From an optimization exercise on the open Yosys and OpenROAD flow, aimed at small area; shortcuts taken in it are not production practice. RTL that was checked went through simulation tests only; none was proved equivalent to the original. No activity file was given, so power comes from the tool's default toggle rates.

==> flow/design.v <==
module top (
    input CLK,     
    input RST,     
    input PIN_19,  
    output PIN_12,  
    output PIN_13,  
    output PIN_14,  
    output PIN_15,  
    output PIN_16,  
    output PIN_20,  
    output PIN_24,  
    output LED,    
    output USBPU   
);
    function [11:0] inc12(input [11:0] a);
      integer i;
      reg c;
      begin
        c = 1'b1;
        for (i = 0; i < 12; i = i + 1) begin
          inc12[i] = a[i] ^ c;
          c = c & a[i];
        end
      end
    endfunction
    function lt12(input [11:0] a, input [11:0] b);
      integer i;
      reg l;
      begin
        l = 1'b0;
        for (i = 0; i < 12; i = i + 1)
          l = (~a[i] & b[i]) | (~(a[i] ^ b[i]) & l);
        lt12 = l;
      end
    endfunction
    function [11:0] sub12(input [11:0] a, input [11:0] b);
      integer i;
      reg c;
      begin
        c = 1'b1;
        for (i = 0; i < 12; i = i + 1) begin
          sub12[i] = a[i] ^ ~b[i] ^ c;
          c = (a[i] & ~b[i]) | (a[i] & c) | (~b[i] & c);
        end
      end
    endfunction
    assign USBPU = 0;
    assign LED = 0;
    reg [3:0] sync;
    always @(posedge CLK) begin
      if (RST)
        sync <= 4'b1111;
      else
        sync <= {sync[2:0], PIN_19};
    end
    wire rx = sync[3];
    localparam [10:0] UART_MID = 11'd323;
    localparam [10:0] UART_END = 11'd497;
    reg [10:0] cnt;
    reg [3:0]  st;
    reg [7:0]  pos;
    wire [11:0] st_inc = inc12({9'd0, st[2:0]});
    wire [10:0] cnt_inc = {cnt[9:0], ~(cnt[10] ^ cnt[8])};
    wire cnt_end = ((cnt & 11'h5ff) == (UART_END & 11'h5ff));
    wire cnt_mid = ((cnt & 11'h2df) == (UART_MID & 11'h2df));
    wire cnt_clr = st[3] ? cnt_end
                 : (st[1:0] == 2'd1) ? cnt_mid
                 : (st[1:0] == 2'd2) ? cnt_end
                 : 1'b1;                        
    always @(posedge CLK)
      cnt <= cnt_clr ? 11'd0 : cnt_inc;
    always @(posedge CLK) begin
      if (RST) begin
        st  <= 0;
        pos <= 0;
      end else begin
        if (st[3]) begin
          if (cnt_end) begin
            pos[st[2:0]] <= rx;
            st <= (st == 4'd15) ? 4'd2 : {1'b1, st_inc[2:0]};
          end
        end else case (st[1:0])
          2'd0: if (!rx) st <= 4'd1;
          2'd1: if (cnt_mid) st <= rx ? 4'd0 : 4'd8;
          2'd2: if (cnt_end) st <= 4'd3;
          2'd3: st <= 4'd0;
        endcase
      end
    end
    reg [8:0] hc;
    reg [9:0] vc;
    wire [11:0] hc_inc = inc12({3'd0, hc});
    wire [11:0] vc_inc = inc12({2'd0, vc});
    wire hwrap = (hc[8:2] == 7'b1100101) & hc[0];    
    always @(posedge CLK) begin
      if (RST) begin
        hc <= 9'd408;
        vc <= 0;
      end else begin
        hc <= hwrap ? 9'd409 : hc_inc[8:0];
        if (hwrap)
          vc <= (vc[9] & vc[3] & vc[2]) ? 10'd0 : vc_inc[9:0];    
      end
    end
    assign PIN_12 = ~(!lt12({3'd0, hc}, 12'd418) && lt12({3'd0, hc}, 12'd479));
    assign PIN_13 = ~(hwrap ? (vc == 10'd9 || vc == 10'd10)
                            : (vc == 10'd10 || vc == 10'd11));
    localparam [5:0] DB_28 = 6'd28;    
    reg [8:0] tone_hi;
    reg [10:0] tone_mid;
    reg [5:0] pre;
    wire pre_low0 = (pre[4:0] == 5'd0);
    wire pre_wrap = pre_low0 & ~pre[5];
    wire [11:0] tm_inc = inc12({1'b0, tone_mid});
    wire [11:0] th_inc = inc12({3'd0, tone_hi});
    always @(posedge CLK) begin
      if (RST) begin
        pre <= 6'd0;
        tone_mid <= 11'h7ff;
        tone_hi <= 9'h1ff;
      end else begin
        pre <= {pre[4:0], pre[5] ^ pre[4] ^ pre_low0};
        if (pre_wrap) begin
          tone_mid <= tm_inc[10:0];
          if (tone_mid == 11'h7ff)
            tone_hi <= th_inc[8:0];
        end
      end
    end
    wire [25:17] tone = tone_hi;
    wire [7:0] ramp = tone[25] ? tone[24:17] : ~tone[24:17];
    wire ramp0 = (ramp == 8'd0);
    wire wall = (~hc[8] & (hc[7:0] == ramp)) | ((hc == 9'h1ff) & ramp0);
    wire [11:0] d = sub12(inc12({3'd0, hc}), {4'd0, pos});    
    wire player = (pos[7:1] != 7'd0) && (d[11:2] == 10'd0) && (d[1:0] != 2'd3);
    wire vact = !lt12({2'd0, vc}, 12'd45);
    wire vrow = (vc[9:2] == 8'd18 && vc[1:0] != 2'd3 || vc[9:2] == 8'd17 && vc[1:0] == 2'd3);
    assign PIN_14 = vact & wall;
    assign PIN_15 = vrow & player;
    assign PIN_16 = vrow & wall & player;
    localparam [6:0] SRV_TERM = 7'd113;
    reg [6:0] pre_s;
    reg [11:0] PulseCount;
    reg RCServo_pulse;
    wire tick = ((pre_s & 7'h5f) == (SRV_TERM & 7'h5f));
    always @(posedge CLK) begin
      if (RST) begin
        pre_s <= 0;
        PulseCount <= 0;
        RCServo_pulse <= 1'b0;
      end else begin
        pre_s <= tick ? 7'd0 : {pre_s[5:0], ~(pre_s[6] ^ pre_s[5])};
        if (tick)
          PulseCount <= inc12(PulseCount);
        RCServo_pulse <= lt12(PulseCount, {4'b0001, pos});
      end
    end
    assign PIN_24 = RCServo_pulse;
    localparam [8:0] NOTE_TERM = 9'd147;
    localparam [8:0] NOTE_RST  = 9'd374;
    reg [8:0] mnote;
    reg marm;
    reg wave_form;
    wire nterm = (mnote == NOTE_TERM);
    always @(posedge CLK) begin
      if (RST) begin
        mnote <= NOTE_RST;
        marm <= 1'b0;
        wave_form <= 1'b0;
      end else begin
        mnote <= nterm ? 9'd0 : {mnote[7:0], ~(mnote[8] ^ mnote[4])};
        if (tone_mid[10] & tone_mid[9] & ~tone_hi[0])
          marm <= 1'b1;
        if (marm & nterm & (pre == DB_28))
          wave_form <= ~wave_form;
      end
    end
    assign PIN_20 = wave_form;
endmodule
export LEC_CHECK = 0
export CAP_MARGIN = 20
export CORE_MARGIN = 2
export CORE_UTILIZATION = 40
export CTS_BUF_LIST = sky130_fd_sc_hd__clkbuf_8
export SLEW_MARGIN = 20
export BUFFER_PORTS_ARGS = -buffer_cell sky130_fd_sc_hd__buf_1
export CTS_ARGS = -sink_clustering_enable -repair_clock_nets -buf_list sky130_fd_sc_hd__clkbuf_8 -dont_use_dummy_load
create_clock -name core_clock -period 10.0 [get_ports {CLK}]
standard.sh (not shown) runs the stock make flow with config.mk's settings and CLKGATE_MAP_FILE= SYNTH_SCRIPT=/design/flow/synth_recipe.tcl, a recipe that flattens the netlist after the stock synthesis.
==> flow/flow/run.sh <==
#!/bin/bash
# The standard layout (standard.sh), with these changes:
#  - synthesis script flow/my_synth.tcl in place of synth_recipe.tcl (same
#    passes and registers; only the gate mapping of the logic differs);
#  - ports buffered with buf_1 (every port still gets its own buffer);
#  - clock tree of clkbuf_8 without dummy balancing loads.
# Full tool output goes to flow.log.
set -euo pipefail
here=$(pwd)
cat >> config.mk <<'EOC'
export BUFFER_PORTS_ARGS = -buffer_cell sky130_fd_sc_hd__buf_1
export CTS_ARGS = -sink_clustering_enable -repair_clock_nets -buf_list sky130_fd_sc_hd__clkbuf_8 -dont_use_dummy_load
EOC
sed "s#SYNTH_SCRIPT=[^ ]*#SYNTH_SCRIPT=$here/flow/my_synth.tcl#" standard.sh > my_standard.sh
grep -q "SYNTH_SCRIPT=$here/flow/my_synth.tcl" my_standard.sh
bash my_standard.sh > flow.log 2>&1
Other scripts of this flow, unchanged in this note and not shown: flow/flow/my_synth.tcl
==> next run, changes <==
--- a/flow/design.v
+++ b/flow/design.v
@@ -60,33 +60,50 @@
     reg [3:0]  st;
     reg [7:0]  pos;
     wire [11:0] st_inc = inc12({9'd0, st[2:0]});
     wire [10:0] cnt_inc = {cnt[9:0], ~(cnt[10] ^ cnt[8])};
     wire cnt_end = ((cnt & 11'h5ff) == (UART_END & 11'h5ff));
     wire cnt_mid = ((cnt & 11'h2df) == (UART_MID & 11'h2df));
-    wire cnt_clr = st[3] ? cnt_end
-                 : (st[1:0] == 2'd1) ? cnt_mid
-                 : (st[1:0] == 2'd2) ? cnt_end
-                 : 1'b1;                        
-    always @(posedge CLK)
-      cnt <= cnt_clr ? 11'd0 : cnt_inc;
     always @(posedge CLK) begin
       if (RST) begin
+        cnt <= 0;
         st  <= 0;
         pos <= 0;
       end else begin
         if (st[3]) begin
-          if (cnt_end) begin
+          if (!cnt_end)
+            cnt <= cnt_inc;
+          else begin
+            cnt <= 0;
             pos[st[2:0]] <= rx;
             st <= (st == 4'd15) ? 4'd2 : {1'b1, st_inc[2:0]};
           end
         end else case (st[1:0])
-          2'd0: if (!rx) st <= 4'd1;
-          2'd1: if (cnt_mid) st <= rx ? 4'd0 : 4'd8;
-          2'd2: if (cnt_end) st <= 4'd3;
-          2'd3: st <= 4'd0;
+          2'd0: begin
+            cnt <= 0;
+            if (!rx) st <= 4'd1;
+          end
+          2'd1: begin
+            if (cnt_mid) begin
+              cnt <= 0;
+              st  <= rx ? 4'd0 : 4'd8;
+            end else
+              cnt <= cnt_inc;
+          end
+          2'd2: begin
+            if (!cnt_end)
+              cnt <= cnt_inc;
+            else begin
+              cnt <= 0;
+              st  <= 4'd3;
+            end
+          end
+          2'd3: begin
+            cnt <= 0;
+            st  <= 4'd0;
+          end
         endcase
       end
     end
     reg [8:0] hc;
     reg [9:0] vc;
     wire [11:0] hc_inc = inc12({3'd0, hc});
Outcome: The new run finished with timing, DRC and antenna clean. Total power falls slightly. Critical path depth falls by 1. Via count rises by a few percent. Routed wire length rises by a little under a tenth. Register-to-register slack improved by 170 ps. Hold slack got worse by 14 ps. Worst setup slack improved by 260 ps. Clock-buffer cell count does not change. Die area falls slightly. First-iteration DRC count falls by a quarter to a third.
For the first run of this note, only the layout was checked, not whether the RTL still works.

[port drivers added, routing unchanged]
The results above use ideal ports. As a check the final layouts listed here were re-extracted and re-timed, cells and wires unchanged. Step 1, drivers: a clkbuf_16 drives CLK and a buf_2 each remaining input, both assumed. Step 2 also shifts input and output timing later by t, the mid clock arrival at the registers, as if the neighbouring blocks saw the same clock. Three values: ideal ports, drivers, drivers and shift; two values: the first two.
| run | shift t [ns] | setup WS [ns] | worst setup path after step 2 | slew at the worst register clock pin (ns) |
|---|---|---|---|---|
| the first run | 0.377 | 5.125 / 5.091 / 5.468 | register to output | 0.10 / 0.10 |
| the second run | 0.380 | 5.388 / 5.357 / 5.737 | register to output | 0.10 / 0.10 |
After both steps every run listed still meets setup and hold.
